From an optimization exercise on the open Yosys and OpenROAD flow, aimed at small area, a short achievable clock period and few clock cycles per item; shortcuts taken in it are not production practice.
Function was checked by simulation only, so behaviour that the tests miss may differ from the original.
No activity file was given, so power comes from the tool's default toggle rates.

==> flow/design.v (excerpt) <==
module MATRIX(CLK, RESET, IN_VALID, IN, OUT_VALID, OUT);
input CLK;
input RESET;
input IN_VALID;
input [3:0] IN;
output reg OUT_VALID;
output [15:0] OUT;
reg [5:0] cnt;
reg [1:0] qa, qb, op;     
reg [2:0] ci, cj;         
reg [3:0] a [0:8];
reg [3:0] b [0:8];
reg [11:0] o;
assign OUT = {{4{o[11]}}, o};
integer n, n1;
always @(posedge CLK) begin
  if (cnt <= 6'd8 && (cnt != 6'd0 || IN_VALID)) begin
    for (n1 = 0; n1 < 8; n1 = n1 + 1) a[n1] <= a[n1+1];
    a[8] <= IN;
  end
  if (cnt >= 6'd9 && cnt <= 6'd17) begin
    for (n1 = 0; n1 < 8; n1 = n1 + 1) b[n1] <= b[n1+1];
    b[8] <= IN;
  end
end
reg f22, outmm, outas, outar, deta, detb;
always @(posedge CLK) begin
  f22 <= cnt == 6'd21;
  outmm <= cnt == 6'd21 || (cnt >= 6'd22 && cnt <= 6'd29 && opc == 2'd2);    
  outas <= cnt >= 6'd22 && cnt <= 6'd29 && !opc[1];                         
  outar <= cnt >= 6'd21 && cnt <= 6'd29;                                    
  deta <= cnt == 6'd8 || cnt == 6'd10 || cnt == 6'd12 || cnt == 6'd14 || cnt == 6'd16 || cnt == 6'd18;
  detb <= cnt == 6'd9 || cnt == 6'd11 || cnt == 6'd13 || cnt == 6'd15 || cnt == 6'd17 || cnt == 6'd19;
end
wire [1:0] opc = (cnt == 6'd22) ? IN[1:0] : op;    
wire isas = f22 ? !IN[1] : outas;                   
  ...
==> flow/config.mk <==
export PLATFORM = sky130hd
export DESIGN_NAME = MATRIX
export DESIGN_NICKNAME = MATRIX
export VERILOG_FILES = /design/flow/design.v
export SDC_FILE = /design/flow/constraint.sdc
export NUM_CORES = 4
export LEC_CHECK = 0
export CAP_MARGIN = 20
export CORE_MARGIN = 2
export CORE_UTILIZATION = 40
export SETUP_SLACK_MARGIN = 5
export SLEW_MARGIN = 20
==> flow/constraint.sdc <==
create_clock -name core_clock -period 10.0 [get_ports {CLK}]
set_input_delay 2.0000 -clock core_clock [delete_from_list [all_inputs] [get_ports {CLK}]]
set_output_delay 2.0000 -clock core_clock [all_outputs]
set_load 0.01 [all_outputs]
run.sh (not shown) runs the stock make flow with config.mk's settings and CLKGATE_MAP_FILE= SYNTH_SCRIPT=/design/flow/synth_recipe.tcl, a recipe that flattens the netlist after the stock synthesis.
Testbench counts at the start, summed over its fixed seeds: cycles 52,408, items 1,600.
Edit:
==> flow/flow/run.sh (new file) <==
#!/bin/bash
set -euo pipefail
bash standard.sh SETUP_SLACK_MARGIN=7 finish > standard.log 2>&1
==> flow/standard.sh (new file) <==
#!/bin/bash
# synth_recipe.tcl (not shown) runs the flow's synth.tcl, then flattens the netlist and writes it again
# the make line also repeats each setting of config.mk as NAME=value (left out here)
make -C /OpenROAD-flow-scripts/flow DESIGN_CONFIG=/design/flow/config.mk WORK_HOME=/design/flow/orfs CLKGATE_MAP_FILE= SYNTH_SCRIPT=/design/flow/synth_recipe.tcl "${@:-finish}"
removed: flow/run.sh
What happened: The new run passed the timing, DRC and antenna checks. Synthesized area stays the same. Routed wire length came out higher by a few percent. Utilization came out higher by 2.4 points. Clock-buffer cell count stays the same. Critical path depth is unchanged. Worst setup slack gains 0.30 ns. Combinational power came out higher by a quarter to a third.


Starting RTL as in the previous note.
==> flow/config.mk <==
export PLATFORM = sky130hd
export DESIGN_NAME = MATRIX
export DESIGN_NICKNAME = MATRIX
export VERILOG_FILES = /design/flow/design.v
export SDC_FILE = /design/flow/constraint.sdc
export NUM_CORES = 4
export LEC_CHECK = 0
export ABC_AREA = 1
export CAP_MARGIN = 20
export CORE_MARGIN = 2
export CORE_UTILIZATION = 40
export SETUP_SLACK_MARGIN = 5
export SLEW_MARGIN = 20
==> flow/constraint.sdc <==
create_clock -name core_clock -period 10.0 [get_ports {CLK}]
set_input_delay 2.0000 -clock core_clock [delete_from_list [all_inputs] [get_ports {CLK}]]
set_output_delay 2.0000 -clock core_clock [all_outputs]
set_load 0.01 [all_outputs]
standard.sh (not shown) runs the stock make flow with config.mk's settings and CLKGATE_MAP_FILE= SYNTH_SCRIPT=/design/flow/synth_recipe.tcl, a recipe that flattens the netlist after the stock synthesis.
==> flow/flow/run.sh <==
#!/bin/bash
set -euo pipefail
bash standard.sh SETUP_SLACK_MARGIN=6 finish > standard.log 2>&1
The baseline produced a clean layout.
Testbench counts at the start, summed over its fixed seeds: cycles 52,408, items 1,600.
Rerun with:
ABC_AREA = unset   (was 1)
=> Via count came out lower by a few percent. Maximum frequency came out higher by a few percent. Die area came out higher slightly. Area after synthesis came out higher slightly. Setup slack gains 0.12 ns. Register-to-register slack gains 0.12 ns. Final area hardly moves. Wire length came out higher slightly.


Setup of north:
MATRIX, a different RTL version from the one above (not shown whole).
Size in the first run: ~940 cells after synthesis, roughly 130 flip-flops, ~24 I/O pins, roughly 9300 um2 of cells after synthesis.
Settings: LEC_CHECK=0, CAP_MARGIN=20, CORE_MARGIN=2, CORE_UTILIZATION=40, SLEW_MARGIN=20; clock period 10.0 ns.
run.sh (not shown) runs the stock make flow with config.mk's settings and CLKGATE_MAP_FILE= SYNTH_SCRIPT=/design/flow/synth_recipe.tcl, a recipe that flattens the netlist after the stock synthesis.
Stock flow here: none of the scripts above is used.
north was carried through to the last stage, and its layout satisfied the timing, DRC and antenna checks.
Testbench counts of north, summed over its fixed seeds: cycles 52,408, items 1,600.
The following lists how south was set up differently from north:
diff --git a/flow/config.mk b/flow/config.mk
--- a/flow/config.mk
+++ b/flow/config.mk
@@ -10,0 +11 @@
+export SETUP_SLACK_MARGIN = 4
==> comparison <==
As far as initial cell density of the core goes, south and north are indistinguishable; the numbers are identical. Relative to north, the area of all placed cells without fillers measured on south has increased slightly. Vias: south more than north. cnt[4]$_SDFF_PP0_ as the launch point of the critical path was reported by north, and cnt[3]$_SDFF_PP0_ by south. south vs north, aggregate global-route resource usage went down by 0.38 points. ~same total power in north and south.

-- afterwards: timing with drivers on the ports --
Ports are ideal in the flow. The routed layouts listed here were re-timed in OpenROAD. Step 1: set_driving_cell puts a clkbuf_16 on CLK and a buf_2 on each other input, an assumption about the parent block. Step 2, shift: input delay + t, output delay - t, t = (earliest + latest rising clock arrival at the registers) / 2. This alone moves slack from input paths to output paths. Three values: ideal, step 1, step 2; two values: the first two.
run | shift t [ns] | slack for setup (ns) | worst slew at a driven data input, ns | cell pins on the clock port's net
the first run of note 1 | 0.474 | 5.475 / 5.475 / 5.475 | 0.03 | 1
the second run of note 1 | 0.469 | 5.780 / 5.780 / 5.780 | 0.03 | 1
the first run of note 2 | 0.471 | 5.692 / 5.692 / 5.692 | 0.03 | 1
the second run of note 2 | 0.471 | 5.813 / 5.813 / 5.734 | 0.03 | 1
north | 0.474 | 3.815 / 3.815 / 3.815 | 0.03 | 1
south | 0.471 | 4.368 / 4.368 / 4.368 | 0.03 | 1
After both steps setup and hold are still met in every run listed. For the second run of note 2, which loses most, drivers alone change the setup slack by 0.000 ns; drivers and shift together by -0.079 ns.
